From an optimization exercise on the open Yosys and OpenROAD flow, aimed at small area, a short achievable clock period and few clock cycles; shortcuts taken in it are not production practice. Function was checked by simulation only, so behaviour that the tests miss may differ from the original.

==> design.v <==
module fp4_cmul_w(br, bi, widx, p_re, p_im);
  input [3:0] br;
  wire [3:0] br;
  input [3:0] bi;
  wire [3:0] bi;
  input [2:0] widx;
  wire [2:0] widx;
  output [3:0] p_re;
  wire [3:0] p_re;
  output [3:0] p_im;
  wire [3:0] p_im;
  wire _000_;
  wire _001_;
  wire _002_;
  wire _003_;
  wire _004_;
  wire _005_;
  wire _006_;
  wire _007_;
  wire _008_;
  wire _009_;
  wire _010_;
  wire _011_;
  wire _012_;
  wire _013_;
  wire _014_;
  wire _015_;
  wire _016_;
  wire _017_;
  wire _018_;
  wire _019_;
  wire _020_;
  wire _021_;
  wire _022_;
  wire _023_;
  wire _024_;
  wire _025_;
  wire _026_;
  wire _027_;
  wire _028_;
  wire _029_;
  wire _030_;
  wire _031_;
  wire _032_;
  wire _033_;
  wire _034_;
  wire _035_;
  wire _036_;
  wire _037_;
  wire _038_;
  wire _039_;
  wire _040_;
  wire _041_;
  wire _042_;
  wire _043_;
  wire _044_;
  wire _045_;
  wire _046_;
  wire _047_;
  wire _048_;
  wire _049_;
  wire _050_;
  wire _051_;
  wire _052_;
  wire _053_;
  wire _054_;
  wire _055_;
  wire _056_;
  wire _057_;
  wire _058_;
  wire _059_;
  wire _060_;
  wire _061_;
  wire _062_;
  wire _063_;
  wire _064_;
  wire _065_;
  wire _066_;
  wire _067_;
  wire _068_;
  wire _069_;
  wire _070_;
  wire _071_;
  wire _072_;
  wire _073_;
  wire _074_;
  wire _075_;
  wire _076_;
  wire _077_;
  wire _078_;
  wire _079_;
  wire _080_;
  wire _081_;
  wire _082_;
  wire _083_;
  wire _084_;
  wire _085_;
  wire _086_;
  wire _087_;
  wire _088_;
  wire _089_;
  wire _090_;
  wire _091_;
  wire _092_;
  wire _093_;
  wire _094_;
  wire _095_;
  wire _096_;
  wire _097_;
  wire _098_;
  wire _099_;
  wire _100_;
  wire _101_;
  wire _102_;
  wire _103_;
  wire _104_;
  wire _105_;
  wire _106_;
  wire _107_;
  wire _108_;
  wire _109_;
  wire _110_;
  wire _111_;
  wire _112_;
  wire _113_;
  wire _114_;
  wire _115_;
  wire _116_;
  wire _117_;
  wire _118_;
  wire _119_;
  wire _120_;
  wire _121_;
  wire _122_;
  wire _123_;
  wire _124_;
  wire _125_;
  wire _126_;
  wire _127_;
  wire _128_;
  wire _129_;
  wire _130_;
  wire _131_;
  wire _132_;
  wire _133_;
  wire _134_;
  wire _135_;
  wire _136_;
  wire _137_;
  wire _138_;
  wire _139_;
  wire _140_;
  wire _141_;
  wire _142_;
  wire _143_;
  wire _144_;
  wire _145_;
  wire _146_;
  wire _147_;
  wire _148_;
  wire _149_;
  wire _150_;
  wire _151_;
  wire _152_;
  wire _153_;
  wire _154_;
  wire _155_;
  wire _156_;
  wire _157_;
  wire _158_;
  wire _159_;
  wire _160_;
  wire _161_;
  wire _162_;
  wire _163_;
  wire _164_;
  wire _165_;
  wire _166_;
  wire _167_;
  wire _168_;
  wire _169_;
  wire _170_;
  wire _171_;
  wire _172_;
  wire _173_;
  wire _174_;
  wire _175_;
  wire _176_;
  wire _177_;
  wire _178_;
  wire _179_;
  wire _180_;
  wire _181_;
  wire _182_;
  wire _183_;
  wire _184_;
  wire _185_;
  wire _186_;
  wire _187_;
  wire _188_;
  wire _189_;
  wire _190_;
  wire _191_;
  wire _192_;
  wire _193_;
  wire _194_;
  wire _195_;
  wire _196_;
  wire _197_;
  wire _198_;
  wire _199_;
  wire _200_;
  wire _201_;
  wire _202_;
  wire _203_;
  wire _204_;
  wire _205_;
  wire _206_;
  wire _207_;
  wire _208_;
  wire _209_;
  wire _210_;
  wire _211_;
  wire _212_;
  wire _213_;
  wire _214_;
  wire _215_;
  wire _216_;
  wire _217_;
  wire _218_;
  wire _219_;
  wire _220_;
  wire _221_;
  wire _222_;
  wire _223_;
  wire _224_;
  wire _225_;
  wire _226_;
  wire _227_;
  wire _228_;
  wire _229_;
  wire _230_;
  wire _231_;
  wire _232_;
  wire _233_;
  wire _234_;
  wire _235_;
  wire _236_;
  wire _237_;
  wire _238_;
  wire _239_;
  wire _240_;
  wire _241_;
  wire _242_;
  wire _243_;
  wire _244_;
  wire _245_;
  wire _246_;
  wire _247_;
  wire _248_;
  wire _249_;
  wire _250_;
  wire _251_;
  wire _252_;
  wire _253_;
  wire _254_;
  wire _255_;
  wire _256_;
  wire _257_;
  wire _258_;
  wire _259_;
  wire _260_;
  wire _261_;
  wire _262_;
  wire _263_;
  wire _264_;
  wire _265_;
  wire _266_;
  wire _267_;
  wire _268_;
  wire _269_;
  wire _270_;
  wire _271_;
  wire _272_;
  wire _273_;
  wire _274_;
  wire _275_;
  wire _276_;
  wire _277_;
  wire _278_;
  wire _279_;
  wire _280_;
  wire _281_;
  wire _282_;
  wire _283_;
  wire _284_;
  wire _285_;
  wire _286_;
  wire _287_;
  wire _288_;
  wire _289_;
  wire _290_;
  wire _291_;
  wire _292_;
  wire _293_;
  wire _294_;
  wire _295_;
  wire _296_;
  wire _297_;
  wire _298_;
  wire _299_;
  wire [3:0] \a1.out ;
  wire [3:0] \a1.result ;
  wire [2:0] \a1.sig_l ;
  wire [2:0] \a1.sig_s ;
  wire [2:0] \a1.sig_s_unaligned ;
  wire \a1.sub ;
  wire [3:0] \m1.x ;
  wire [3:0] \m2.half ;
  wire [3:0] \m2.mhalf ;
  wire [3:0] \m2.x ;
  wire [3:0] \m3.half ;
  wire [3:0] \m3.x ;
  wire [3:0] \m4.half ;
  wire [3:0] \m4.x ;
  wire [3:0] \s1.out ;
  wire [3:0] \s1.result ;
  wire [2:0] \s1.sig_l ;
  wire [2:0] \s1.sig_s ;
  wire [2:0] \s1.sig_s_unaligned ;
  wire \s1.sub ;
  wire [2:0] \tw.idx ;
  assign _097_ = ~widx[2];
  assign _108_ = widx[1] & _097_;
  assign _119_ = _108_ & widx[0];
  assign _130_ = ~_119_;
  assign _141_ = ~widx[1];
  assign _152_ = _141_ & widx[2];
  assign _163_ = ~_152_;
  assign _174_ = _163_ & _130_;
  assign _183_ = ~widx[0];
  assign _194_ = _183_ & widx[1];
  assign _205_ = ~_194_;
  assign _216_ = _205_ & _174_;
  assign _226_ = _216_ & bi[1];
  assign _233_ = ~_226_;
  assign _234_ = _183_ & _141_;
  assign _235_ = ~_234_;
  assign _236_ = _235_ & bi[2];
  assign _237_ = ~_236_;
  assign _238_ = _237_ & _233_;
  assign _239_ = ~_238_;
  assign _240_ = _235_ & br[2];
  assign _241_ = ~_240_;
  assign _242_ = ~_174_;
  assign _243_ = _242_ & br[1];
  assign _244_ = ~_243_;
  assign _245_ = _244_ & _241_;
  assign _246_ = ~_245_;
  assign _247_ = _246_ & _239_;
  assign _248_ = ~_247_;
  assign _249_ = _235_ & br[1];
  assign _250_ = ~_249_;
  assign _251_ = _250_ & _174_;
  assign _252_ = ~_251_;
  assign _253_ = _252_ & br[2];
  assign _254_ = ~_253_;
  assign _255_ = ~_216_;
  assign _256_ = _235_ & bi[1];
  assign _257_ = ~_256_;
  assign _258_ = _257_ & _255_;
  assign _259_ = ~_258_;
  assign _260_ = _259_ & bi[2];
  assign _261_ = ~_260_;
  assign _262_ = _261_ & _254_;
  assign _263_ = _262_ & _248_;
  assign _264_ = ~_263_;
  assign _265_ = ~_262_;
  assign _266_ = _260_ & _253_;
  assign _267_ = ~_266_;
  assign _268_ = _267_ & _265_;
  assign _269_ = ~_268_;
  assign _270_ = _243_ & br[2];
  assign _271_ = ~_270_;
  assign _272_ = _216_ & bi[2];
  assign _273_ = _272_ & bi[1];
  assign _274_ = ~_273_;
  assign _275_ = _274_ & _271_;
  assign _276_ = _275_ & _269_;
  assign _277_ = ~_276_;
  assign _278_ = ~br[1];
  assign _279_ = _278_ & _183_;
  assign _280_ = ~_279_;
  assign _281_ = br[1] & widx[0];
  assign _282_ = ~_281_;
  assign _283_ = _282_ & bi[1];
  assign _284_ = _283_ & _280_;
  assign _285_ = ~_284_;
  assign _286_ = ~bi[1];
  assign _287_ = _281_ & _286_;
  assign _288_ = ~_287_;
  assign _289_ = _288_ & _285_;
  assign _290_ = _289_ & _247_;
  assign _291_ = ~_290_;
  assign _292_ = _242_ & br[0];
  assign _293_ = ~_292_;
  assign _294_ = _249_ & _245_;
  assign _295_ = ~_294_;
  assign _296_ = _295_ & _293_;
  assign _297_ = ~_296_;
  assign _298_ = _245_ & _238_;
  assign _299_ = _216_ & bi[0];
  assign _000_ = ~_299_;
  assign _001_ = _000_ & _257_;
  assign _002_ = ~_001_;
  assign _003_ = _002_ & _298_;
  assign _004_ = _003_ & _297_;
  assign _005_ = ~_004_;
  assign _006_ = _005_ & _291_;
  assign _007_ = ~_006_;
  assign _008_ = ~_272_;
  assign _009_ = _254_ & _239_;
  assign _010_ = ~_009_;
  assign _011_ = _010_ & _008_;
  assign _012_ = ~_011_;
  assign _013_ = _012_ & _000_;
  assign _014_ = ~_013_;
  assign _015_ = ~_003_;
  assign _016_ = _011_ & _015_;
  assign _017_ = _016_ & _296_;
  assign _018_ = ~_017_;
  assign _019_ = _018_ & _014_;
  assign _020_ = ~br[3];
  assign _021_ = _020_ & bi[3];
  assign _022_ = ~_021_;
  assign _023_ = ~bi[3];
  assign _024_ = br[3] & _023_;
  assign _025_ = ~_024_;
  assign _026_ = _025_ & _022_;
  assign _027_ = ~_026_;
  assign _028_ = _027_ & _019_;
  assign _029_ = ~_028_;
  assign _030_ = ~_019_;
  assign _031_ = _026_ & _030_;
  assign _032_ = ~_031_;
  assign _033_ = _032_ & _029_;
  assign _034_ = ~_033_;
  assign _035_ = _034_ & _007_;
  assign _036_ = ~_035_;
  assign _037_ = _036_ & _277_;
  assign _038_ = ~_037_;
  assign _039_ = _038_ & _247_;
  assign _040_ = ~_275_;
  assign _041_ = _026_ & _040_;
  assign _042_ = ~_041_;
  assign _043_ = _027_ & _275_;
  assign _044_ = ~_043_;
  assign _045_ = _044_ & _042_;
  assign _046_ = _045_ & _039_;
  assign _047_ = ~_046_;
  assign _048_ = _047_ & _264_;
  assign _049_ = ~_048_;
  assign _050_ = _030_ & _007_;
  assign _051_ = ~_050_;
  assign _052_ = _019_ & _006_;
  assign _053_ = ~_052_;
  assign _054_ = _053_ & _051_;
  assign _055_ = ~_054_;
  assign _056_ = _055_ & _298_;
  assign _057_ = ~_056_;
  assign _058_ = _057_ & _049_;
  assign p_im[2] = ~_058_;
  assign _059_ = _298_ & _262_;
  assign _060_ = _059_ & _036_;
  assign _061_ = ~_060_;
  assign _062_ = _061_ & _047_;
  assign _063_ = ~_062_;
  assign _064_ = _063_ & _054_;
  assign _065_ = ~_064_;
  assign _066_ = _262_ & _247_;
  assign _067_ = ~_066_;
  assign _068_ = _067_ & _065_;
  assign _069_ = _035_ & _040_;
  assign _070_ = ~_069_;
  assign _071_ = _037_ & _275_;
  assign _072_ = ~_071_;
  assign _073_ = _072_ & _070_;
  assign p_im[1] = _073_ & _068_;
  assign _074_ = ~_039_;
  assign _075_ = ~_059_;
  assign _076_ = _075_ & _055_;
  assign p_im[0] = _076_ & _074_;
  assign _077_ = _242_ & bi[1];
  assign _078_ = ~_077_;
  assign _079_ = _257_ & _174_;
  assign _080_ = _079_ & _236_;
  assign _081_ = ~_080_;
  assign _082_ = _081_ & _078_;
  assign _083_ = ~_082_;
  assign _084_ = _216_ & br[1];
  assign _085_ = ~_084_;
  assign _086_ = _085_ & _241_;
  assign _087_ = ~_086_;
  assign _088_ = ~_079_;
  assign _089_ = _088_ & bi[2];
  assign _090_ = ~_089_;
  assign _091_ = _090_ & _087_;
  assign _092_ = ~_091_;
  assign _093_ = _216_ & br[2];
  assign _094_ = ~_093_;
  assign _095_ = _094_ & _092_;
  assign _096_ = _095_ & _083_;
  assign _098_ = ~_096_;
  assign _099_ = ~_095_;
  assign _100_ = _250_ & _255_;
  assign _101_ = ~_100_;
  assign _102_ = _101_ & _085_;
  assign _103_ = ~_102_;
  assign _104_ = _103_ & _099_;
  assign _105_ = ~_104_;
  assign _106_ = _105_ & _098_;
  assign _107_ = _090_ & _082_;
  assign _109_ = _216_ & br[0];
  assign _110_ = ~_109_;
  assign _111_ = _086_ & _249_;
  assign _112_ = ~_111_;
  assign _113_ = _112_ & _110_;
  assign _114_ = ~_113_;
  assign _115_ = _087_ & _082_;
  assign _116_ = ~_289_;
  assign _117_ = _089_ & _116_;
  assign _118_ = _117_ & _115_;
  assign _120_ = ~_118_;
  assign _121_ = ~_115_;
  assign _122_ = _101_ & br[2];
  assign _123_ = ~_122_;
  assign _124_ = _123_ & _090_;
  assign _125_ = _124_ & _121_;
  assign _126_ = _125_ & _098_;
  assign _127_ = ~_126_;
  assign _128_ = _127_ & _120_;
  assign _129_ = ~_128_;
  assign _131_ = _129_ & _114_;
  assign _132_ = _242_ & bi[0];
  assign _133_ = ~_132_;
  assign _134_ = _107_ & _256_;
  assign _135_ = ~_134_;
  assign _136_ = _135_ & _133_;
  assign _137_ = ~_136_;
  assign _138_ = _137_ & _131_;
  assign _139_ = ~_138_;
  assign _140_ = _139_ & _107_;
  assign _142_ = ~_140_;
  assign _143_ = _142_ & _026_;
  assign _144_ = ~_143_;
  assign _145_ = ~_107_;
  assign _146_ = _087_ & _289_;
  assign _147_ = _146_ & _145_;
  assign _148_ = _113_ & _099_;
  assign _149_ = ~_148_;
  assign _150_ = ~_131_;
  assign _151_ = _150_ & _095_;
  assign _153_ = _151_ & _136_;
  assign _154_ = ~_153_;
  assign _155_ = _154_ & _149_;
  assign _156_ = _155_ & _147_;
  assign _157_ = ~_156_;
  assign _158_ = ~_147_;
  assign _159_ = ~_155_;
  assign _160_ = _159_ & _158_;
  assign _161_ = ~_160_;
  assign _162_ = _161_ & _157_;
  assign _164_ = _162_ & _139_;
  assign _165_ = ~_164_;
  assign _166_ = _165_ & _144_;
  assign _167_ = ~_166_;
  assign _168_ = _159_ & _026_;
  assign _169_ = ~_168_;
  assign _170_ = _169_ & _147_;
  assign _171_ = _170_ & _167_;
  assign _172_ = ~_171_;
  assign _173_ = _172_ & _128_;
  assign _175_ = ~_173_;
  assign _176_ = _175_ & _167_;
  assign _177_ = ~_176_;
  assign _178_ = _177_ & _106_;
  assign _179_ = ~_178_;
  assign _180_ = ~_106_;
  assign _181_ = _175_ & _180_;
  assign _182_ = ~_181_;
  assign p_re[1] = _182_ & _179_;
  assign p_re[0] = _173_ & _162_;
  assign _184_ = ~p_re[1];
  assign _185_ = ~_124_;
  assign _186_ = _144_ & _106_;
  assign _187_ = ~_186_;
  assign _188_ = _143_ & _180_;
  assign _189_ = ~_188_;
  assign _190_ = _189_ & _187_;
  assign _191_ = ~_190_;
  assign _192_ = _191_ & _175_;
  assign _193_ = ~_192_;
  assign _195_ = _193_ & _185_;
  assign _196_ = ~_195_;
  assign _197_ = _191_ & _124_;
  assign _198_ = _197_ & _176_;
  assign _199_ = ~_198_;
  assign _200_ = _199_ & _196_;
  assign _201_ = _200_ & _184_;
  assign _202_ = ~_201_;
  assign _203_ = ~_151_;
  assign _204_ = _203_ & _020_;
  assign _206_ = ~_204_;
  assign _207_ = _235_ & _023_;
  assign _208_ = ~_207_;
  assign _209_ = _234_ & bi[3];
  assign _210_ = ~_209_;
  assign _211_ = _210_ & _208_;
  assign _212_ = ~_211_;
  assign _213_ = _212_ & _151_;
  assign _214_ = ~_213_;
  assign _215_ = _214_ & _206_;
  assign p_re[3] = _215_ & _202_;
  assign _217_ = ~_068_;
  assign _218_ = _217_ & _058_;
  assign _219_ = ~_218_;
  assign _220_ = ~_016_;
  assign _221_ = _220_ & _023_;
  assign _222_ = ~_221_;
  assign _223_ = _235_ & br[3];
  assign _224_ = ~_223_;
  assign _225_ = _234_ & _020_;
  assign _227_ = ~_225_;
  assign _228_ = _227_ & _224_;
  assign _229_ = ~_228_;
  assign _230_ = _229_ & _016_;
  assign _231_ = ~_230_;
  assign _232_ = _231_ & _222_;
  assign p_im[3] = _232_ & _219_;
  assign p_re[2] = ~_200_;
  assign \s1.sub  = 1'h1;
  assign \s1.out  = p_re;
  assign \s1.sig_l [2] = 1'h0;
  assign \s1.sig_s_unaligned [2] = 1'h0;
  assign \s1.sig_s [2] = 1'h0;
  assign \s1.result  = p_re;
  assign \m4.x  = bi;
  assign \m4.half [2:0] = \m2.half [2:0];
  assign \m3.x  = br;
  assign \m3.half [3] = 1'hx;
  assign \a1.result  = p_im;
  assign \a1.sig_s [2] = 1'h0;
  assign \a1.sig_s_unaligned [2] = 1'h0;
  assign \m2.x  = bi;
  assign \m2.half [3] = 1'hx;
  assign \m2.mhalf [2:0] = \m2.half [2:0];
  assign \a1.sig_l [2] = 1'h0;
  assign \m1.x  = br;
  assign \tw.idx  = widx;
  assign \a1.out  = p_im;
  assign \a1.sub  = 1'h0;
endmodule
module fp4_cmul_w2(br, bi, w, p_re, p_im);
  input [3:0] br;
  wire [3:0] br;
  input [3:0] bi;
  wire [3:0] bi;
  input [1:0] w;
  wire [1:0] w;
  output [3:0] p_re;
  wire [3:0] p_re;
  output [3:0] p_im;
  wire [3:0] p_im;
  wire _000_;
  wire _001_;
  wire _002_;
  wire _003_;
  wire _004_;
  wire _005_;
  wire _006_;
  wire _007_;
  wire _008_;
  wire _009_;
  wire _010_;
  wire _011_;
  wire _012_;
  wire _013_;
  wire _014_;
  wire _015_;
  wire _016_;
  wire _017_;
  wire _018_;
  wire _019_;
  wire _020_;
  wire _021_;
  wire _022_;
  wire _023_;
  wire _024_;
  wire _025_;
  wire _026_;
  wire _027_;
  wire _028_;
  wire _029_;
  wire _030_;
  wire _031_;
  wire _032_;
  wire _033_;
  wire _034_;
  wire _035_;
  wire _036_;
  wire _037_;
  wire _038_;
  wire _039_;
  wire _040_;
  wire _041_;
  wire _042_;
  wire _043_;
  wire _044_;
  wire _045_;
  wire _046_;
  wire _047_;
  wire _048_;
  wire _049_;
  wire _050_;
  wire _051_;
  wire _052_;
  wire _053_;
  wire _054_;
  wire _055_;
  wire _056_;
  wire _057_;
  wire _058_;
  wire _059_;
  wire _060_;
  wire _061_;
  wire _062_;
  wire _063_;
  wire _064_;
  wire _065_;
  wire _066_;
  wire _067_;
  wire _068_;
  wire _069_;
  wire _070_;
  wire _071_;
  wire _072_;
  wire _073_;
  wire _074_;
  wire _075_;
  wire _076_;
  wire _077_;
  wire _078_;
  wire _079_;
  wire _080_;
  wire _081_;
  wire _082_;
  wire _083_;
  wire _084_;
  wire _085_;
  wire _086_;
  wire _087_;
  wire _088_;
  wire _089_;
  wire _090_;
  wire _091_;
  wire _092_;
  wire _093_;
  wire _094_;
  wire _095_;
  wire _096_;
  wire _097_;
  wire _098_;
  wire _099_;
  wire _100_;
  wire _101_;
  wire _102_;
  wire _103_;
  wire _104_;
  wire _105_;
  wire _106_;
  wire _107_;
  wire _108_;
  wire _109_;
  wire _110_;
  wire _111_;
  wire _112_;
  wire _113_;
  wire _114_;
  wire _115_;
  wire _116_;
  wire _117_;
  wire _118_;
  wire _119_;
  wire _120_;
  wire _121_;
  wire _122_;
  wire _123_;
  wire _124_;
  wire _125_;
  wire _126_;
  wire _127_;
  wire _128_;
  wire _129_;
  wire _130_;
  wire _131_;
  wire _132_;
  wire _133_;
  wire _134_;
  wire _135_;
  wire _136_;
  wire _137_;
  wire _138_;
  wire _139_;
  wire _140_;
  wire _141_;
  wire _142_;
  wire _143_;
  wire _144_;
  wire _145_;
  wire _146_;
  wire _147_;
  wire _148_;
  wire _149_;
  wire _150_;
  wire [3:0] \u.a1.out ;
  wire [3:0] \u.a1.result ;
  wire [2:0] \u.a1.sig_l ;
  wire [2:0] \u.a1.sig_s ;
  wire [2:0] \u.a1.sig_s_unaligned ;
  wire \u.a1.sub ;
  wire [3:0] \u.bi ;
  wire [3:0] \u.br ;
  wire [3:0] \u.m1.x ;
  wire [3:0] \u.m2.half ;
  wire [3:0] \u.m2.mhalf ;
  wire [3:0] \u.m2.x ;
  wire [3:0] \u.m3.half ;
  wire [3:0] \u.m3.x ;
  wire [3:0] \u.m4.half ;
  wire [3:0] \u.m4.x ;
  wire [3:0] \u.p_im ;
  wire [3:0] \u.p_re ;
  wire [3:0] \u.s1.out ;
  wire [3:0] \u.s1.result ;
  wire [2:0] \u.s1.sig_l ;
  wire [2:0] \u.s1.sig_s ;
  wire [2:0] \u.s1.sig_s_unaligned ;
  wire \u.s1.sub ;
  wire [2:0] \u.tw.idx ;
  wire [2:0] \u.widx ;
  assign _072_ = ~bi[2];
  assign _073_ = _072_ & br[2];
  assign _074_ = br[1] & w[0];
  assign _075_ = _074_ & _073_;
  assign _076_ = ~_075_;
  assign _077_ = ~br[2];
  assign _078_ = bi[2] & _077_;
  assign _079_ = bi[1] & w[0];
  assign _080_ = _079_ & _078_;
  assign _081_ = ~_080_;
  assign _082_ = _081_ & _076_;
  assign _083_ = ~w[0];
  assign _084_ = ~w[1];
  assign _085_ = _084_ & _083_;
  assign _086_ = ~_085_;
  assign _087_ = _086_ & _072_;
  assign _088_ = ~_087_;
  assign _089_ = w[1] & _083_;
  assign _090_ = ~_089_;
  assign _091_ = _090_ & _077_;
  assign _092_ = ~_091_;
  assign _093_ = _092_ & _088_;
  assign _094_ = ~_093_;
  assign _095_ = _094_ & _082_;
  assign _096_ = ~_095_;
  assign _097_ = ~_073_;
  assign _098_ = ~_078_;
  assign _099_ = _098_ & _097_;
  assign _100_ = ~bi[3];
  assign _101_ = _100_ & br[3];
  assign _102_ = ~_101_;
  assign _103_ = ~br[3];
  assign _104_ = bi[3] & _103_;
  assign _105_ = ~_104_;
  assign _106_ = _105_ & _102_;
  assign _107_ = ~_106_;
  assign _108_ = _107_ & _099_;
  assign _109_ = _108_ & w[0];
  assign _110_ = ~_109_;
  assign _111_ = _110_ & _096_;
  assign _112_ = ~_111_;
  assign _113_ = ~_108_;
  assign _114_ = _113_ & w[0];
  assign _115_ = bi[1] & br[1];
  assign _116_ = ~_115_;
  assign _117_ = _116_ & _099_;
  assign _118_ = ~_117_;
  assign _119_ = _118_ & _114_;
  assign _120_ = ~_119_;
  assign _121_ = _085_ & br[1];
  assign _122_ = ~_121_;
  assign _123_ = _089_ & bi[1];
  assign _124_ = ~_123_;
  assign _125_ = _124_ & _122_;
  assign _126_ = _125_ & _120_;
  assign _127_ = ~_074_;
  assign _128_ = ~_079_;
  assign _129_ = _128_ & _127_;
  assign _130_ = ~_129_;
  assign _131_ = _130_ & _117_;
  assign _132_ = ~_131_;
  assign _133_ = _085_ & br[0];
  assign _134_ = ~_133_;
  assign _135_ = _089_ & bi[0];
  assign _136_ = ~_135_;
  assign _137_ = _136_ & _134_;
  assign _138_ = _137_ & _132_;
  assign _139_ = ~_138_;
  assign _140_ = _139_ & _095_;
  assign _141_ = _140_ & _126_;
  assign _142_ = ~_141_;
  assign _143_ = _142_ & _112_;
  assign p_re[2] = ~_143_;
  assign _144_ = _139_ & _112_;
  assign _145_ = ~_144_;
  assign _146_ = ~_126_;
  assign _147_ = _146_ & _082_;
  assign _148_ = ~_147_;
  assign _149_ = _148_ & _145_;
  assign p_re[1] = ~_149_;
  assign _150_ = _126_ & _112_;
  assign _000_ = ~_150_;
  assign p_re[0] = _000_ & _139_;
  assign _001_ = ~_114_;
  assign _002_ = _072_ & _084_;
  assign _003_ = ~_002_;
  assign _004_ = _077_ & w[1];
  assign _005_ = ~_004_;
  assign _006_ = _005_ & _003_;
  assign _007_ = _006_ & _001_;
  assign _008_ = ~_007_;
  assign _009_ = _008_ & _082_;
  assign _010_ = _089_ & br[0];
  assign _011_ = ~_010_;
  assign _012_ = _085_ & bi[0];
  assign _013_ = ~_012_;
  assign _014_ = _013_ & _011_;
  assign _015_ = _014_ & _132_;
  assign _016_ = ~_015_;
  assign _017_ = ~br[1];
  assign _018_ = _086_ & _017_;
  assign _019_ = ~_018_;
  assign _020_ = ~bi[1];
  assign _021_ = _090_ & _020_;
  assign _022_ = ~_021_;
  assign _023_ = _022_ & _019_;
  assign _024_ = ~_023_;
  assign _025_ = bi[2] & br[2];
  assign _026_ = ~_025_;
  assign _027_ = _026_ & _024_;
  assign _028_ = _027_ & _016_;
  assign _029_ = ~_028_;
  assign _030_ = _029_ & _009_;
  assign p_im[2] = ~_030_;
  assign _031_ = ~_099_;
  assign _032_ = _031_ & w[0];
  assign _033_ = ~_032_;
  assign _034_ = _033_ & _015_;
  assign _035_ = ~_034_;
  assign _036_ = _035_ & _009_;
  assign _037_ = ~_036_;
  assign _038_ = _023_ & _001_;
  assign _039_ = ~_038_;
  assign _040_ = _039_ & _037_;
  assign p_im[1] = ~_040_;
  assign _041_ = _024_ & _009_;
  assign _042_ = ~_041_;
  assign p_im[0] = _042_ & _016_;
  assign _043_ = _033_ & _128_;
  assign _044_ = ~_043_;
  assign _045_ = _044_ & _097_;
  assign _046_ = ~_045_;
  assign _047_ = _046_ & _103_;
  assign _048_ = ~_047_;
  assign _049_ = _048_ & _090_;
  assign _050_ = ~_049_;
  assign _051_ = _089_ & _100_;
  assign _052_ = ~_051_;
  assign _053_ = _052_ & _050_;
  assign _054_ = ~_053_;
  assign _055_ = _045_ & _100_;
  assign _056_ = ~_055_;
  assign _057_ = _150_ & _138_;
  assign _058_ = ~_057_;
  assign _059_ = _058_ & _056_;
  assign p_re[3] = _059_ & _054_;
  assign _060_ = _046_ & _086_;
  assign _061_ = ~_060_;
  assign _062_ = _061_ & bi[3];
  assign _063_ = ~_062_;
  assign _064_ = _103_ & _083_;
  assign _065_ = ~_064_;
  assign _066_ = _065_ & _050_;
  assign _067_ = ~_066_;
  assign _068_ = _067_ & _063_;
  assign _069_ = ~_068_;
  assign _070_ = _040_ & _009_;
  assign _071_ = ~_070_;
  assign p_im[3] = _071_ & _069_;
  assign \u.s1.sig_l [2] = 1'h0;
  assign \u.s1.sig_s_unaligned [2] = 1'h0;
  assign \u.s1.sig_s [2] = 1'h0;
  assign \u.m2.x  = bi;
  assign \u.m2.half [3] = 1'hx;
  assign \u.m2.mhalf [2:0] = \u.m2.half [2:0];
  assign \u.s1.result  = p_re;
  assign \u.m3.half [3] = 1'hx;
  assign \u.m3.x  = br;
  assign \u.s1.out  = p_re;
  assign \u.m1.x  = br;
  assign \u.s1.sub  = 1'h1;
  assign \u.m4.half [2:0] = \u.m2.half [2:0];
  assign \u.m4.x  = bi;
  assign \u.tw.idx  = { w, 1'h0 };
  assign \u.p_im  = p_im;
  assign \u.p_re  = p_re;
  assign \u.widx  = { w, 1'h0 };
  assign \u.bi  = bi;
  assign \u.br  = br;
  assign \u.a1.result  = p_im;
  assign \u.a1.sig_s [2] = 1'h0;
  assign \u.a1.sig_s_unaligned [2] = 1'h0;
  assign \u.a1.sig_l [2] = 1'h0;
  assign \u.a1.out  = p_im;
  assign \u.a1.sub  = 1'h0;
endmodule
module fp4_addsub2(a, p, x, y);
  input [3:0] a;
  wire [3:0] a;
  input [3:0] p;
  wire [3:0] p;
  output [3:0] x;
  wire [3:0] x;
  output [3:0] y;
  wire [3:0] y;
  wire _000_;
  wire _001_;
  wire _002_;
  wire _003_;
  wire _004_;
  wire _005_;
  wire _006_;
  wire _007_;
  wire _008_;
  wire _009_;
  wire _010_;
  wire _011_;
  wire _012_;
  wire _013_;
  wire _014_;
  wire _015_;
  wire _016_;
  wire _017_;
  wire _018_;
  wire _019_;
  wire _020_;
  wire _021_;
  wire _022_;
  wire _023_;
  wire _024_;
  wire _025_;
  wire _026_;
  wire _027_;
  wire _028_;
  wire _029_;
  wire _030_;
  wire _031_;
  wire _032_;
  wire _033_;
  wire _034_;
  wire _035_;
  wire _036_;
  wire _037_;
  wire _038_;
  wire _039_;
  wire _040_;
  wire _041_;
  wire _042_;
  wire _043_;
  wire _044_;
  wire _045_;
  wire _046_;
  wire _047_;
  wire _048_;
  wire _049_;
  wire _050_;
  wire _051_;
  wire _052_;
  wire _053_;
  wire _054_;
  wire _055_;
  wire _056_;
  wire _057_;
  wire _058_;
  wire _059_;
  wire _060_;
  wire _061_;
  wire _062_;
  wire _063_;
  wire _064_;
  wire _065_;
  wire _066_;
  wire _067_;
  wire _068_;
  wire _069_;
  wire _070_;
  wire _071_;
  wire _072_;
  wire _073_;
  wire _074_;
  wire _075_;
  wire _076_;
  wire _077_;
  wire _078_;
  wire _079_;
  wire _080_;
  wire _081_;
  wire _082_;
  wire _083_;
  wire _084_;
  wire _085_;
  wire _086_;
  wire _087_;
  wire _088_;
  wire _089_;
  wire _090_;
  wire _091_;
  wire _092_;
  wire _093_;
  wire _094_;
  wire _095_;
  wire _096_;
  wire _097_;
  wire _098_;
  wire _099_;
  wire _100_;
  wire _101_;
  wire _102_;
  wire _103_;
  wire _104_;
  wire _105_;
  wire _106_;
  wire _107_;
  wire _108_;
  wire _109_;
  wire _110_;
  wire _111_;
  wire _112_;
  wire _113_;
  wire _114_;
  wire _115_;
  wire _116_;
  wire _117_;
  wire _118_;
  wire _119_;
  wire _120_;
  wire _121_;
  wire _122_;
  wire _123_;
  wire _124_;
  wire _125_;
  wire _126_;
  wire _127_;
  wire _128_;
  wire _129_;
  wire _130_;
  wire _131_;
  wire _132_;
  wire _133_;
  wire _134_;
  wire _135_;
  wire _136_;
  wire _137_;
  wire _138_;
  wire _139_;
  wire _140_;
  wire _141_;
  wire _142_;
  wire _143_;
  wire _144_;
  wire _145_;
  wire _146_;
  wire _147_;
  wire _148_;
  wire _149_;
  wire _150_;
  wire _151_;
  wire _152_;
  wire [2:0] \u_d.x ;
  wire [2:0] \u_d.y ;
  wire [2:0] \u_s.x ;
  wire [2:0] \u_s.y ;
  wire [2:0] xm;
  wire [2:0] ym;
  assign _064_ = ~a[0];
  assign _072_ = a[1] & p[1];
  assign _073_ = ~_072_;
  assign _074_ = ~p[1];
  assign _075_ = ~a[1];
  assign _076_ = _075_ & _074_;
  assign _077_ = ~_076_;
  assign _078_ = _077_ & _073_;
  assign _079_ = ~_078_;
  assign _080_ = _079_ & a[2];
  assign _081_ = ~_080_;
  assign _082_ = ~p[2];
  assign _083_ = a[1] & _082_;
  assign _084_ = ~_083_;
  assign _085_ = _084_ & _081_;
  assign _086_ = ~_085_;
  assign _087_ = _086_ & _064_;
  assign _088_ = ~_087_;
  assign _089_ = ~p[0];
  assign _090_ = _089_ & _074_;
  assign _091_ = ~_090_;
  assign _092_ = _074_ & _082_;
  assign _093_ = ~_092_;
  assign _094_ = _093_ & _091_;
  assign _095_ = ~_094_;
  assign _096_ = a[2] & _082_;
  assign _097_ = ~_096_;
  assign _098_ = _097_ & _075_;
  assign _099_ = _098_ & _095_;
  assign _100_ = ~_099_;
  assign _101_ = p[0] & p[1];
  assign _102_ = ~_101_;
  assign _103_ = a[1] & a[0];
  assign _104_ = ~_103_;
  assign _105_ = _104_ & _102_;
  assign _106_ = ~_105_;
  assign _107_ = a[2] & p[2];
  assign _108_ = _107_ & _106_;
  assign _109_ = ~_108_;
  assign _110_ = ~a[2];
  assign _111_ = _110_ & p[1];
  assign _112_ = _111_ & _089_;
  assign _113_ = ~_112_;
  assign _114_ = _113_ & _109_;
  assign _115_ = _114_ & _100_;
  assign _116_ = _115_ & _088_;
  assign _117_ = _091_ & _110_;
  assign _118_ = ~_117_;
  assign _119_ = a[0] & _082_;
  assign _120_ = ~_119_;
  assign _121_ = ~_107_;
  assign _122_ = _121_ & _084_;
  assign _123_ = _122_ & _120_;
  assign _124_ = _123_ & _118_;
  assign _125_ = ~_124_;
  assign _126_ = _110_ & _082_;
  assign _127_ = ~_126_;
  assign _128_ = _127_ & _121_;
  assign _129_ = _127_ & _072_;
  assign _130_ = ~_129_;
  assign _131_ = _110_ & _075_;
  assign _132_ = ~_131_;
  assign _133_ = _132_ & _093_;
  assign _134_ = _133_ & _130_;
  assign _135_ = _134_ & _128_;
  assign _136_ = _135_ & _125_;
  assign _137_ = ~_136_;
  assign _138_ = _137_ & _116_;
  assign _139_ = ~p[3];
  assign _140_ = ~a[3];
  assign _141_ = _140_ & _139_;
  assign _142_ = ~_141_;
  assign _143_ = a[3] & p[3];
  assign _144_ = ~_143_;
  assign _145_ = _144_ & _142_;
  assign _146_ = ~_145_;
  assign _147_ = _146_ & _134_;
  assign _148_ = ~_147_;
  assign y[0] = _148_ & _138_;
  assign _149_ = ~_128_;
  assign _150_ = _149_ & _073_;
  assign _151_ = ~_150_;
  assign _152_ = _128_ & _077_;
  assign _000_ = ~_152_;
  assign _001_ = _000_ & _151_;
  assign _002_ = ~_001_;
  assign _003_ = _125_ & _109_;
  assign _004_ = _003_ & _002_;
  assign _005_ = _004_ & _145_;
  assign _006_ = ~_005_;
  assign _007_ = _116_ & _107_;
  assign _008_ = ~_007_;
  assign _009_ = p[0] & a[0];
  assign _010_ = ~_009_;
  assign _011_ = _089_ & _064_;
  assign _012_ = ~_011_;
  assign _013_ = _012_ & _010_;
  assign _014_ = ~_013_;
  assign _015_ = _149_ & _079_;
  assign _016_ = _015_ & _014_;
  assign _017_ = ~_016_;
  assign _018_ = _017_ & _002_;
  assign _019_ = _018_ & _137_;
  assign _020_ = _019_ & _008_;
  assign _021_ = _020_ & _146_;
  assign _022_ = ~_021_;
  assign _023_ = _022_ & _006_;
  assign y[1] = ~_023_;
  assign _024_ = _145_ & _134_;
  assign _025_ = ~_024_;
  assign x[0] = _025_ & _138_;
  assign _026_ = ~_004_;
  assign _027_ = _026_ & _146_;
  assign _028_ = ~_027_;
  assign _029_ = ~_020_;
  assign _030_ = _029_ & _145_;
  assign _031_ = ~_030_;
  assign x[1] = _031_ & _028_;
  assign _032_ = _127_ & _125_;
  assign _033_ = ~_032_;
  assign _034_ = _033_ & _077_;
  assign _035_ = ~_034_;
  assign _036_ = _107_ & _076_;
  assign _037_ = ~_036_;
  assign _038_ = _037_ & _017_;
  assign _039_ = _038_ & _035_;
  assign _040_ = ~_039_;
  assign _041_ = _040_ & _025_;
  assign _042_ = ~_041_;
  assign _043_ = _145_ & _108_;
  assign _044_ = ~_043_;
  assign y[2] = _044_ & _042_;
  assign _045_ = ~y[2];
  assign _046_ = _045_ & _023_;
  assign _047_ = ~_046_;
  assign _048_ = _091_ & _075_;
  assign _049_ = ~_048_;
  assign _050_ = _149_ & _102_;
  assign _051_ = _050_ & _049_;
  assign _052_ = ~_051_;
  assign _053_ = _052_ & _097_;
  assign _054_ = ~_053_;
  assign _055_ = _054_ & _140_;
  assign _056_ = ~_055_;
  assign _057_ = _053_ & p[3];
  assign _058_ = ~_057_;
  assign _059_ = _058_ & _056_;
  assign y[3] = _059_ & _047_;
  assign _060_ = _040_ & _148_;
  assign _061_ = ~_060_;
  assign _062_ = _146_ & _108_;
  assign _063_ = ~_062_;
  assign x[2] = _063_ & _061_;
  assign _065_ = ~x[1];
  assign _066_ = ~x[2];
  assign _067_ = _066_ & _065_;
  assign _068_ = ~_067_;
  assign _069_ = _053_ & _139_;
  assign _070_ = ~_069_;
  assign _071_ = _070_ & _056_;
  assign x[3] = _071_ & _068_;
  assign \u_s.y  = p[2:0];
  assign \u_s.x  = a[2:0];
  assign \u_d.y  = p[2:0];
  assign \u_d.x  = a[2:0];
  assign ym = y[2:0];
  assign xm = x[2:0];
endmodule
module fp4_butterfly(
    input [7:0] A,
    input [7:0] B,
    input [2:0] widx,
    output [7:0] X,
    output [7:0] Y
);
    wire [3:0] p_re, p_im;
    fp4_cmul_w cm (.br(B[7:4]), .bi(B[3:0]), .widx(widx), .p_re(p_re), .p_im(p_im));
    fp4_addsub2 xr (.a(A[7:4]), .p(p_re), .x(X[7:4]), .y(Y[7:4]));
    fp4_addsub2 xi (.a(A[3:0]), .p(p_im), .x(X[3:0]), .y(Y[3:0]));
endmodule
module fp4_butterfly_w2(
    input [7:0] A,
    input [7:0] B,
    input [1:0] w,
    output [7:0] X,
    output [7:0] Y
);
    wire [3:0] p_re, p_im;
    fp4_cmul_w2 cm (.br(B[7:4]), .bi(B[3:0]), .w(w), .p_re(p_re), .p_im(p_im));
    fp4_addsub2 xr (.a(A[7:4]), .p(p_re), .x(X[7:4]), .y(Y[7:4]));
    fp4_addsub2 xi (.a(A[3:0]), .p(p_im), .x(X[3:0]), .y(Y[3:0]));
endmodule
module fp4_z(
    input [3:0] x,
    output [3:0] y
);
    wire sub = (x[2:1] == 2'b00);
    assign y = {x[3] & (x[2:0] != 3'b000), x[2] | (sub & x[0]), x[1] | (sub & x[0]), x[0] & ~sub};
endmodule
module fp4_butterfly_w0(
    input [7:0] A,
    input [7:0] B,
    output [7:0] X,
    output [7:0] Y
);
    wire [3:0] p_re, p_im;
    fp4_z zr (.x(B[7:4]), .y(p_re));
    fp4_z zi (.x(B[3:0]), .y(p_im));
    fp4_addsub2 xr (.a(A[7:4]), .p(p_re), .x(X[7:4]), .y(Y[7:4]));
    fp4_addsub2 xi (.a(A[3:0]), .p(p_im), .x(X[3:0]), .y(Y[3:0]));
endmodule
module fp4_butterfly_w08(
    input [7:0] A,
    input [7:0] B,
    input w8,
    output [7:0] X,
    output [7:0] Y
);
    wire [3:0] zr, zi;
    fp4_z u_r (.x(B[7:4]), .y(zr));
    fp4_z u_i (.x(B[3:0]), .y(zi));
    wire [3:0] p_re = w8 ? {zi[3] ^ (zi != 4'h0), zi[2:0]} : zr;
    wire [3:0] p_im = w8 ? zr : zi;
    fp4_addsub2 xr (.a(A[7:4]), .p(p_re), .x(X[7:4]), .y(Y[7:4]));
    fp4_addsub2 xi (.a(A[3:0]), .p(p_im), .x(X[3:0]), .y(Y[3:0]));
endmodule
module sdf_stage #(
    parameter D = 8
)(
    input wire clk,
    input wire en,
    input wire phase,
    input wire [7:0] s_in,
    input wire [7:0] X,
    input wire [7:0] Y,
    output wire [7:0] A,
    output wire [7:0] s_out
);
    reg [8*D-1:0] dl;  
    assign A = dl[8*D-1 -: 8];
    generate
        if (D == 1) begin : g1
            always @(posedge clk)
                if (en) dl <= phase ? Y : s_in;
        end else begin : gn
            always @(posedge clk)
                if (en) dl <= {dl[8*(D-1)-1:0], phase ? Y : s_in};
        end
    endgenerate
    assign s_out = phase ? X : A;
endmodule
module fp4_fft #(
    parameter MAX_N = 32,
    parameter ADDR_WIDTH = $clog2(MAX_N)
)(
    input wire clk,
    input wire rst,
    input wire start,
    input wire [ADDR_WIDTH-1:0] N,  
    output reg done,
    output reg error,
    input wire [7:0] data_in,  
    input wire data_in_valid,  
    output reg [7:0] data_out,  
    output reg data_out_valid,  
    output reg fft_ready  
);
    reg n16, n8;
    always @(posedge clk) begin
        n16 <= (N == 5'd16);
        n8 <= (N == 5'd8);
    end
    wire [3:0] mask = n16 ? 4'hf : n8 ? 4'h7 : 4'h3;
    function [14:0] stage_ctl;
        input [3:0] x;
        input m16, m8;
        reg [3:0] l0, l1, l2, l3, l4, l5, cm, r;
        reg hi4;
        begin
            l0 = x - 4'd1;
            l1 = x - 4'd9;
            l2 = x - 4'd14;
            l3 = x - 4'd1;
            l4 = x - 4'd2;
            l5 = x - 4'd9;
            hi4 = m16 ? l4[3] : m8 ? l4[2] : l4[1];
            cm = x & (m16 ? 4'hf : m8 ? 4'h7 : 4'h3);
            r = m16 ? 4'd11 : m8 ? 4'd7 : 4'd1;
            stage_ctl[14] = m16 & l0[3];
            stage_ctl[13] = (m16 | m8) & l1[2];
            stage_ctl[12] = l2[1];
            stage_ctl[11] = l3[0];
            stage_ctl[10] = m16 & l1[3];
            stage_ctl[9:8] = m16 ? {l2[2], l2[3]} : m8 ? {l2[2], 1'b0} : 2'b00;
            stage_ctl[7:5] = m16 ? {l3[1], l3[2], l3[3]} : m8 ? {l3[1], l3[2], 1'b0} : {l3[1], 2'b00};
            stage_ctl[4] = hi4 & ~l4[0];
            stage_ctl[3] = m16 & l5[2] & ~l5[1];
            stage_ctl[2] = (cm >= r);
            stage_ctl[1] = (cm == r - 4'd1);
            stage_ctl[0] = 1'b0;
        end
    endfunction
    reg in_frame;  
    reg [3:0] c;  
    reg [5:0] fv;  
    reg en;  
    reg [14:0] ctl;  
    wire start_now = data_in_valid & ~in_frame & fft_ready;
    wire adv = in_frame ? data_in_valid : 1'b1;
    wire [3:0] cur = start_now ? 4'd0 : c;
    wire last = in_frame & data_in_valid & ((c & mask) == mask);
    wire wrap = adv & ((cur & mask) == mask);
    wire in_frame_n = start_now | (in_frame & ~last);
    wire [3:0] c_n = adv ? cur + 4'd1 : c;
    wire last_slot = ((c & mask) == mask);
    wire wrap_next = (((c + 4'd1) & mask) == 4'd0);
    wire [14:0] ctl_inc = stage_ctl(c + 4'd1, n16, n8);
    wire [14:0] ctl_one = stage_ctl(4'd1, N == 5'd16, N == 5'd8);
    always @(posedge clk)
        ctl <= ~adv ? ctl : start_now ? ctl_one : ctl_inc;
    wire ph8 = ctl[14], ph4 = ctl[13];
    wire ph2 = ~c[1], ph1 = ~c[0];
    wire k4 = ctl[10];
    wire [2:0] k1 = ctl[7:5];
    wire l2b2 = c[2] ^ c[1], l2b3 = c[3] ^ (c[2] & c[1]);
    wire [1:0] k2 = n16 ? {l2b2, l2b3} : n8 ? {l2b2, 1'b0} : 2'b00;
    wire hi4 = n16 ? ~(c[3] ^ (c[2] | c[1])) : n8 ? ~(c[2] ^ c[1]) : ~c[1];
    wire cond1 = hi4 & ~c[0];
    wire cond2 = n16 & ~(c[2] ^ (c[1] | c[0])) & (c[1] ^ c[0]);
    wire [3:0] cm = c & mask;
    wire near = n16 ? (cm >= 4'd11) : n8 ? (cm == 4'd7) : (cm != 4'd0);
    wire far_last = n16 ? (cm == 4'd10) : n8 ? (cm == 4'd6) : (cm == 4'd0);
    wire out_v = n16 ? (near ? fv[0] : fv[1]) : n8 ? (near ? fv[1] : fv[2]) : (near ? fv[4] : fv[5]);
    wire [5:0] keep = n16 ? 6'b000011 : n8 ? 6'b000111 : 6'b111111;
    always @(posedge clk or negedge rst) begin
        if (!rst) begin
            in_frame <= 1'b0;
            c <= 4'hf;  
            fv <= 6'b000000;
            en <= 1'b0;
        end else begin
            in_frame <= in_frame_n;
            c <= c_n;
            en <= adv;
            if (wrap)
                fv <= {fv[4:0], in_frame} & keep;
            else if (en & far_last) begin
                if (n16) fv[1] <= 1'b0;
                else if (n8) fv[2] <= 1'b0;
                else fv[5] <= 1'b0;
            end
        end
    end
    reg [7:0] in_reg, o4, o2;
    wire [7:0] s8, s4, s2, s1;
    wire [7:0] a8, a4, a2, a1, x8, y8, x4, y4, x2, y2, x1, y1;
    wire [7:0] b4 = s8;
    wire [7:0] b2 = o4;
    fp4_butterfly_w0 bf8 (.A(a8), .B(in_reg), .X(x8), .Y(y8));
    fp4_butterfly_w08 bf4 (.A(a4), .B(b4), .w8(k4), .X(x4), .Y(y4));
    fp4_butterfly_w2 bf2 (.A(a2), .B(b2), .w(k2), .X(x2), .Y(y2));
    fp4_butterfly bf1 (.A(a1), .B(o2), .widx(k1), .X(x1), .Y(y1));
    sdf_stage #(.D(8)) st8 (.clk(clk), .en(en), .phase(ph8), .s_in(in_reg),
                            .X(x8), .Y(y8), .A(a8), .s_out(s8));
    sdf_stage #(.D(4)) st4 (.clk(clk), .en(en), .phase(ph4), .s_in(b4),
                            .X(x4), .Y(y4), .A(a4), .s_out(s4));
    sdf_stage #(.D(2)) st2 (.clk(clk), .en(en), .phase(ph2), .s_in(b2),
                            .X(x2), .Y(y2), .A(a2), .s_out(s2));
    sdf_stage #(.D(1)) st1 (.clk(clk), .en(en), .phase(ph1), .s_in(o2),
                            .X(x1), .Y(y1), .A(a1), .s_out(s1));
    reg [55:0] rv1;
    reg [15:0] rv2;
    wire [7:0] tap1 = n16 ? rv1[55:48] : n8 ? rv1[23:16] : rv1[7:0];
    wire [7:0] q1 = cond1 ? s1 : tap1;
    wire [7:0] q2 = cond2 ? q1 : rv2[15:8];
    always @(posedge clk) begin
        in_reg <= data_in;
        data_out <= q2;
    end
    always @(posedge clk) begin
        fft_ready <= in_frame ? (data_in_valid & last_slot) : (~(data_in_valid & fft_ready) & wrap_next);
        done <= last;
        error <= start & ((N == 5'd0) | ((N & (N - 5'd1)) != 5'd0));
        data_out_valid <= en & out_v;
    end
    always @(posedge clk) begin
        if (en) begin
            o4 <= s4;
            o2 <= s2;
            rv1 <= {rv1[47:0], cond1 ? tap1 : s1};
            rv2 <= {rv2[7:0], cond2 ? rv2[15:8] : q1};
        end
    end
endmodule
==> flow/run.sh <==
#!/bin/bash
set -e
echo "export BUFFER_PORTS_ARGS = -buffer_cell sky130_fd_sc_hd__buf_4" >> "$FLOW_CONFIG"
echo "export SETUP_SLACK_MARGIN = 15" >> "$FLOW_CONFIG"
bash standard.sh > standard_flow.log 2>&1
==> standard.sh <==
#!/bin/bash
# synth_recipe.tcl (not shown) runs the flow's synth.tcl, then flattens the netlist and writes it again
# the make line also repeats each setting of config.mk as NAME=value (left out here)
make -C /OpenROAD-flow-scripts/flow DESIGN_CONFIG=/design/flow/config.mk WORK_HOME=/design/flow/orfs CLKGATE_MAP_FILE= SYNTH_SCRIPT=/design/flow/synth_recipe.tcl "${@:-finish}"
==> config.mk <==
export PLATFORM = sky130hd
export DESIGN_NAME = fp4_fft
export DESIGN_NICKNAME = fp4_fft
export VERILOG_FILES = /design/flow/design.v
export SDC_FILE = /design/flow/constraint.sdc
export NUM_CORES = 4
export LEC_CHECK = 0
export ABC_AREA = 1
export CAP_MARGIN = 20
export CORE_MARGIN = 2
export CORE_UTILIZATION = 40
export CTS_BUF_LIST = sky130_fd_sc_hd__clkbuf_16
export CTS_CLUSTER_DIAMETER = 80
export CTS_CLUSTER_SIZE = 25
export SLEW_MARGIN = 20
export BUFFER_PORTS_ARGS = -buffer_cell sky130_fd_sc_hd__buf_4
export SETUP_SLACK_MARGIN = 15
==> constraint.sdc <==
create_clock -name core_clock -period 20.0 [get_ports {clk}]
set_input_delay 4.0000 -clock core_clock [delete_from_list [all_inputs] [get_ports {clk}]]
set_output_delay 4.0000 -clock core_clock [all_outputs]
set_load 0.01 [all_outputs]
==> results.ini, run 1 <==
[global_routing]
overflow = 0
grt_max_degree = 163
grt_usage = 0.160
grt_pass1_wl_um = 45200
grt_pass1_vias = 9407
antenna_found_initial = 0

[synth]
ys_top_cells_by_area = edfxtp_1, nand2_1, inv_1
synth.net_count = 1537
yosysSeqAreaShare = 0.538
synth_area_per_cell_sq_um = 9.04
ys_warn_count = 5
synth_area_sq_um = 13300
synth_cell_types = 62
ys_seq_elements = 247
async_reset_ff_frac = 0.0486
synthMostInstantiatedCell = nand2_1
synth_top_area_frac = 0.481
synth_area_leader_cell = edfxtp_1
netlist_instances = 1469
synth_ff_type = edfxtp_1
synth_common_cells = nand2_1, edfxtp_1, inv_1
synth_edf_count = 213

[clock_tree]
cts_sinks = 247
clock_latency_ns = 0.51
clk_pin_slew_ns = 0.09
clockBufferDepth = 3
cts-root-buf = clkbuf_16
cts_tree = yes
cts_buffers = 17
cts-htree-levels = 1

[run]
drv_cap = 0

[placement]
gp_congestion = 0.870
dp_hpwl_um = 19300
dp_cells = 1916
port_buffers = 28

[run_status]
status = timing/DRC/antenna clean

[critical_path]
worst-setup-path-type = register to primary output
slowest_delay_ns = 0.35
worstSetupStartpointType = register
r2r_cells = 21
path_delay_family = flip-flops
rr_endpoint = o2[3]$_DFFE_PP_
slowest_stage = dfxtp_4
crit_fanout = 2
worstPathCellList = buf_6
rrSetupSlack_ns = 15.53
critPathBufInv = 1
required_ns = 16.00
worst_ep_arrival_time_ns = 0.96
end_kind = primary output
r2r_start = c[1]$_DFFE_PN1P_

[detailed_routing]
first_iter_violations = 629
routed_wl_um = 27300
viasPerCell = 5.08
via_count = 9915
routedWlPerCell_um = 14.0
firstDrtPassIters = 5
drc_errors = 0
ant_nets = 0

[final_layout]
largest_register = st8.dl
top_regs = st8.dl (64), rv1 (56), st4.dl (32)
layout-drive-gt1-share = 0.0979
fillers = 3110
area_delta_synth_final_pct = 10.5
n_antenna_cell = 0
fin_nets = 1569
instances_no_fill = 1953
largest_reg_flops = 64

[floorplanning]
rows = 66
die_y_um = 186
dieArea_sq_um = 34700
fp.dieW_um = 186
io_pins = 29
initial_core_util = 0.407
core-area_sq_um = 32600

[sta]
worstMarginPinSlew_ns = 0.867
skew_ns = 0.0204
post-route-period-util = 0.248
rsz0062_at_grt = true
fmax_ghz = 0.202
slew_headroom = 0.422
slew_viol_final = 0
final-setup-viol-count = 0
hold_viol_final = 0
setup_tns_ns = 0
fin_crit_ns = 4.96

[worst_hold_path]
hold_depth = 0
hold_start = st8.dl[52]$_DFFE_PP_
hp-class = register to register
hold_path_end = st8.dl[60]$_DFFE_PP_

layer usage:
metal / share of wire / GRT usage
met4: 0.027 / 0.0463
met2: 0.47 / 0.275
met1: 0.47 / 0.212
met3: 0.036 / 0.0212
met5: 0 / 0
cells by family (layout without fill, tap and decap cells):
group,count (synthesis),after routing,share of synthesized area
AOI/OAI and AO/OA,297,297,0.129
xor gates and xnor gates,16,16,0.0120
adders and majority gates,52,52,0.0488
buffers and inverters,221,263,0.0638
DFF,247,247,0.538
muxes,2,2,0.00151
and+or+nand+nor,634,634,0.207
metrics by stage:
stage / hold WS [ns] / instance area [sq um] / setup slack (ns) / utilization
after global placement: 0.401 / 14000 / 14.56 / 0.430
after floorplan: 0.400 / 13300 / 14.75 / -
after CTS: 0.418 / 14600 / 15.02 / 0.448
final: 0.417 / 14700 / 15.04 / 0.450
after global routing: 0.426 / 14700 / 14.97 / 0.450
after detailed placement: 0.405 / 14000 / 14.53 / 0.430
worst max-delay path by stage:
stage,startpoint,endpoint,slack (ns),cells past startpoint
6_report,fft_ready$_DFF_P_,fft_ready,15.04,1
3_3_place_gp,data_in_valid,fv[5]$_DFFE_PN0P_,14.56,12
2_1_floorplan,data_in_valid,fv[2]$_DFFE_PN0P_,14.75,10
3_5_place_dp,data_in_valid,fv[2]$_DFFE_PN0P_,14.53,11
5_1_grt,data_in_valid,fv[5]$_DFFE_PN0P_,14.97,12
4_1_cts,fft_ready$_DFF_P_,fft_ready,15.02,1
cells in the final DEF (no fill, tap or decap), drive strengths merged, types with 3 or more instances in the layout:
| cell | count |
|---|---|
| clkbuf | 17 |
| o2111ai | 5 |
| or2 | 7 |
| o21ai | 148 |
| nand4 | 14 |
| edfxtp | 213 |
| buf | 37 |
| ha | 51 |
| a31o | 3 |
| o22ai | 22 |
| dfrtp | 8 |
| o21bai | 4 |
| a31oi | 8 |
| o31ai | 6 |
| dfstp | 4 |
| nor2 | 88 |
| clkinv | 5 |
| o211ai | 9 |
| inv | 201 |
| nand3 | 79 |
| and2 | 4 |
| a21oi | 69 |
| nor4 | 4 |
| a221oi | 4 |
| dfxtp | 22 |
| nand2 | 414 |
| nand3b | 5 |
| xnor2 | 5 |
| nor3 | 16 |
| xor2 | 11 |
| a22o | 9 |
| a21boi | 3 |
layout make-up:
type,instances,area [sq um],share of cell area
clock buffers,17,425,0.0290
clock inverters,12,164,0.0112
inverters,196,742,0.0506
multi-input cells,1001,5340,0.364
flip-flops and latches,247,7150,0.487
well taps,442,553,0.0377
repair buffers,37,298,0.0203
repair inverters,1,5.00,0.000341
what timing repair did:
item,4_1_cts,5_1_grt
buffers inserted,1,6
gates cloned,0,1
hold endpoints to repair,0,0
setup endpoints to repair,1,25
pin swaps,0,1
hold buffers,0,0
gates resized for setup,3,2
Testbench counts, summed over its fixed seeds: cycles 5,344.
==> run 2: changes to the inputs <==
--- a/design.v
+++ b/design.v
@@ -1514,8 +1514,8 @@
     wire [3:0] cur = start_now ? 4'd0 : c;
     wire last = in_frame & data_in_valid & ((c & mask) == mask);
-    wire wrap = adv & ((cur & mask) == mask);
+    wire last_slot = ((c & mask) == mask);
+    wire wrap = last_slot & (in_frame ? data_in_valid : ~(data_in_valid & fft_ready));
     wire in_frame_n = start_now | (in_frame & ~last);
     wire [3:0] c_n = adv ? cur + 4'd1 : c;
-    wire last_slot = ((c & mask) == mask);
     wire wrap_next = (((c + 4'd1) & mask) == 4'd0);
     wire [14:0] ctl_inc = stage_ctl(c + 4'd1, n16, n8);
==> run 2 against run 1 <==
Against the previous run:
- still clean on timing, DRC and antenna
- die area decreased by 0.40%
- clock skew decreased by 0.0052 ns
- maximum frequency about the same
- global-route usage decreased by 0.28 points
- routed wire length decreased by 0.33%
- critical endpoint unchanged
- flip-flop and latch count unchanged
- first-iteration DRC count increased by 18%
- sequential share of layout area increased by 0.94 points
- worst hold slack got worse by 0.0020 ns
==> results.ini, run 2 <==
[floorplanning]
initial_core_util = 0.407  ; -0.000620
dieArea_sq_um = 34600  ; -0.40%
die_y_um = 186  ; -0.20%
core-area_sq_um = 32500  ; -0.25%
fp.dieW_um = 186  ; -0.20%
io_pins = 29  ; unchanged
rows = 66  ; unchanged

[detailed_routing]
drc_errors = 0  ; unchanged
first_iter_violations = 740  ; +18%
firstDrtPassIters = 5  ; unchanged
ant_nets = 0  ; unchanged
routed_wl_um = 27200  ; -0.33%
viasPerCell = 5.06  ; -0.27%
via_count = 9792  ; -1.2%
routedWlPerCell_um = 14.1  ; +0.65%

[synth]
synth_ff_type = edfxtp_1
netlist_instances = 1457  ; -0.82%
synth_cell_types = 59  ; -4.8%
synth_top_area_frac = 0.483  ; +0.00196
synth_area_leader_cell = edfxtp_1
async_reset_ff_frac = 0.0486  ; unchanged
synth_common_cells = nand2_1, edfxtp_1, inv_1
synth_area_per_cell_sq_um = 9.08  ; +0.42%
synthMostInstantiatedCell = nand2_1
ys_top_cells_by_area = edfxtp_1, nand2_1, inv_1
ys_warn_count = 5  ; unchanged
synth_area_sq_um = 13200  ; -0.40%
yosysSeqAreaShare = 0.540  ; +0.00219
ys_seq_elements = 247  ; unchanged
synth.net_count = 1525  ; -0.78%
synth_edf_count = 213  ; unchanged

[final_layout]
fillers = 3197  ; +2.8%
largest_register = st8.dl
layout_common_cells = nand2_1, edfxtp_1, inv_1, o21ai_0, nand3_1
area_delta_synth_final_pct = 8.82
layout_commonest_cell = nand2_1
top_regs = st8.dl (64), rv1 (56), st4.dl (32)
multi_input_area_sq_um = 5230  ; -2.0%
largest_reg_flops = 64  ; unchanged
seqCellArea_sq_um = 7150  ; unchanged
layout-drive-gt1-share = 0.0878  ; -0.0101
n_antenna_cell = 0  ; unchanged
fin_nets = 1552  ; -1.1%

[critical_path]
r2r_start = c[1]$_DFFE_PN1P_
worst_ep_arrival_time_ns = 0.96  ; about the same
required_ns = 16.00  ; about the same
worst-setup-path-type = register to primary output
slowest_delay_ns = 0.34  ; about the same
worstPathCellList = buf_4
end_kind = primary output
worstSetupStartpointType = register
crit_start = fft_ready$_DFF_P_
critPathBufInv = 1  ; unchanged
crit_fanout = 3  ; +1
path_delay_family = flip-flops
slowest_stage = dfxtp_2

[global_routing]
grt_max_degree = 75  ; -54%
overflow = 0  ; unchanged
grt_pass1_vias = 9203  ; -2.2%
grt_pass1_wl_um = 44400  ; -1.9%
grt_usage = 0.157  ; -0.00283
antenna_found_initial = 0  ; unchanged

[clock_tree]
cts-htree-levels = 1  ; unchanged
cts_buffers = 14  ; -3
cts_tree = yes
clockBufferDepth = 3  ; unchanged
cts-root-buf = clkbuf_16
cts_sinks = 247  ; unchanged
clock_latency_ns = 0.49  ; -0.02 ns
holdBufCountCts = 0  ; unchanged
clk_pin_slew_ns = 0.10  ; about the same

[worst_hold_path]
hold_start = st4.dl[10]$_DFFE_PP_
hp-class = register to register

[run]
drv_cap = 0  ; unchanged

[sta]
slew_headroom = 0.363  ; -0.0592
rsz0062_at_grt = false
worstMarginPinSlew_ns = 0.955  ; +0.0887 ns
final-setup-viol-count = 0  ; unchanged
fmax_ghz = 0.202  ; about the same
fin_crit_ns = 4.96  ; -0.000700 ns
post-route-period-util = 0.248  ; about the same
slew_viol_final = 0  ; unchanged
hold_viol_final = 0  ; unchanged
skew_ns = 0.0153  ; -0.00518 ns
setup_tns_ns = 0  ; unchanged

[placement]
gp_congestion = 0.912  ; +4.8%
port_buffers = 28  ; unchanged
dp_hpwl_um = 19300  ; -0.14%

[run_status]
status = timing/DRC/antenna clean

run 2: cell type report:
type                            instances  area share
Sequential cell                       247       0.497
Multi-Input combinational cell        981       0.363
Inverter                              204      0.0534
Tap cell                              442      0.0384
Clock buffer                           15      0.0261
Timing Repair Buffer                   35      0.0182
Clock inverter                          9     0.00374
Timing Repair inverter                  1    0.000348
run 2: through the flow:
stage | util | instance area (sq um) | setup slack [ns] | instances | hold slack (ns)
finish | 0.443 | 14400 | 15.04 | 1934 | 0.415
global route | 0.443 | 14400 | 15.00 | 1934 | 0.417
CTS | 0.442 | 14400 | 15.02 | 1931 | 0.416
detailed placement | 0.429 | 13900 | 14.73 | 1907 | 0.405
global placement | 0.429 | 13900 | 14.74 | 1907 | 0.401
floorplan | - | 13200 | 15.05 | 1457 | 0.400
run 2: final timing paths:
check / to / slack [ns] / depth (start not counted)
min in group asynchronous: fv[5]$_DFFE_PN0P_ / 3.33 / 1
worst max register to register: st2.dl[7]$_DFFE_PP_ / 15.55 / 23
worst min-delay path: st4.dl[18]$_DFFE_PP_ / 0.42 / 0
max in group asynchronous: c[3]$_DFFE_PN1P_ / 16.44 / 1
worst max-delay path: fft_ready / 15.04 / 1
worst min register to register: st4.dl[18]$_DFFE_PP_ / 0.42 / 0
run 2: logic make-up after synthesis:
group                      synth area share
DFF                                   0.540
muxes                              0.000756
and+or+nand+nor                       0.202
xor gates and xnor gates             0.0120
AOI/OAI and AO/OA                     0.131
adders and majority gates            0.0490
buffers and inverters                0.0656
run 2: repair_timing:
action                                  CTS  global route
endpoints found under the hold margin     0             0
setup buffers                             0             2
endpoints found under the setup margin    1             8
resized for setup                         1             2
gates cloned                              0             1
run 2: routing by layer:
metal	global-route usage	vias up	part of all wire
li1	-	5011	-
met1	0.211	4560	0.47
met2	0.269	183	0.47
met3	0.0196	38	0.034
met4	0.0419	0	0.023
met5	0	-	0
Testbench counts of run 2, summed over its fixed seeds: cycles 5,344.

-- what the ideal ports hide --
The flow's constraints put no driver on any port. The routed layouts listed below were extracted and timed again, unchanged, in two steps. Step 1, drivers: a clkbuf_16 drives clk and a buf_2 each remaining input, both assumed. Step 2, shift: input delay + t, output delay - t, t = (earliest + latest rising clock arrival at the registers) / 2. This alone moves slack from input paths to output paths. Three values: ideal ports, drivers, drivers and shift; two values: the first two.
| run | t (ns) | setup slack, ns | pins driven straight from the clock port |
|---|---|---|---|
| run 1 | 0.548 | 15.040 / 14.989 / 14.551 | 1 |
| run 2 | 0.536 | 15.040 / 14.988 / 14.724 | 1 |
After both steps every run listed still meets setup and hold. The setup slack of run 1, which loses most, moves by -0.051 ns with the drivers and by -0.489 ns with both steps.
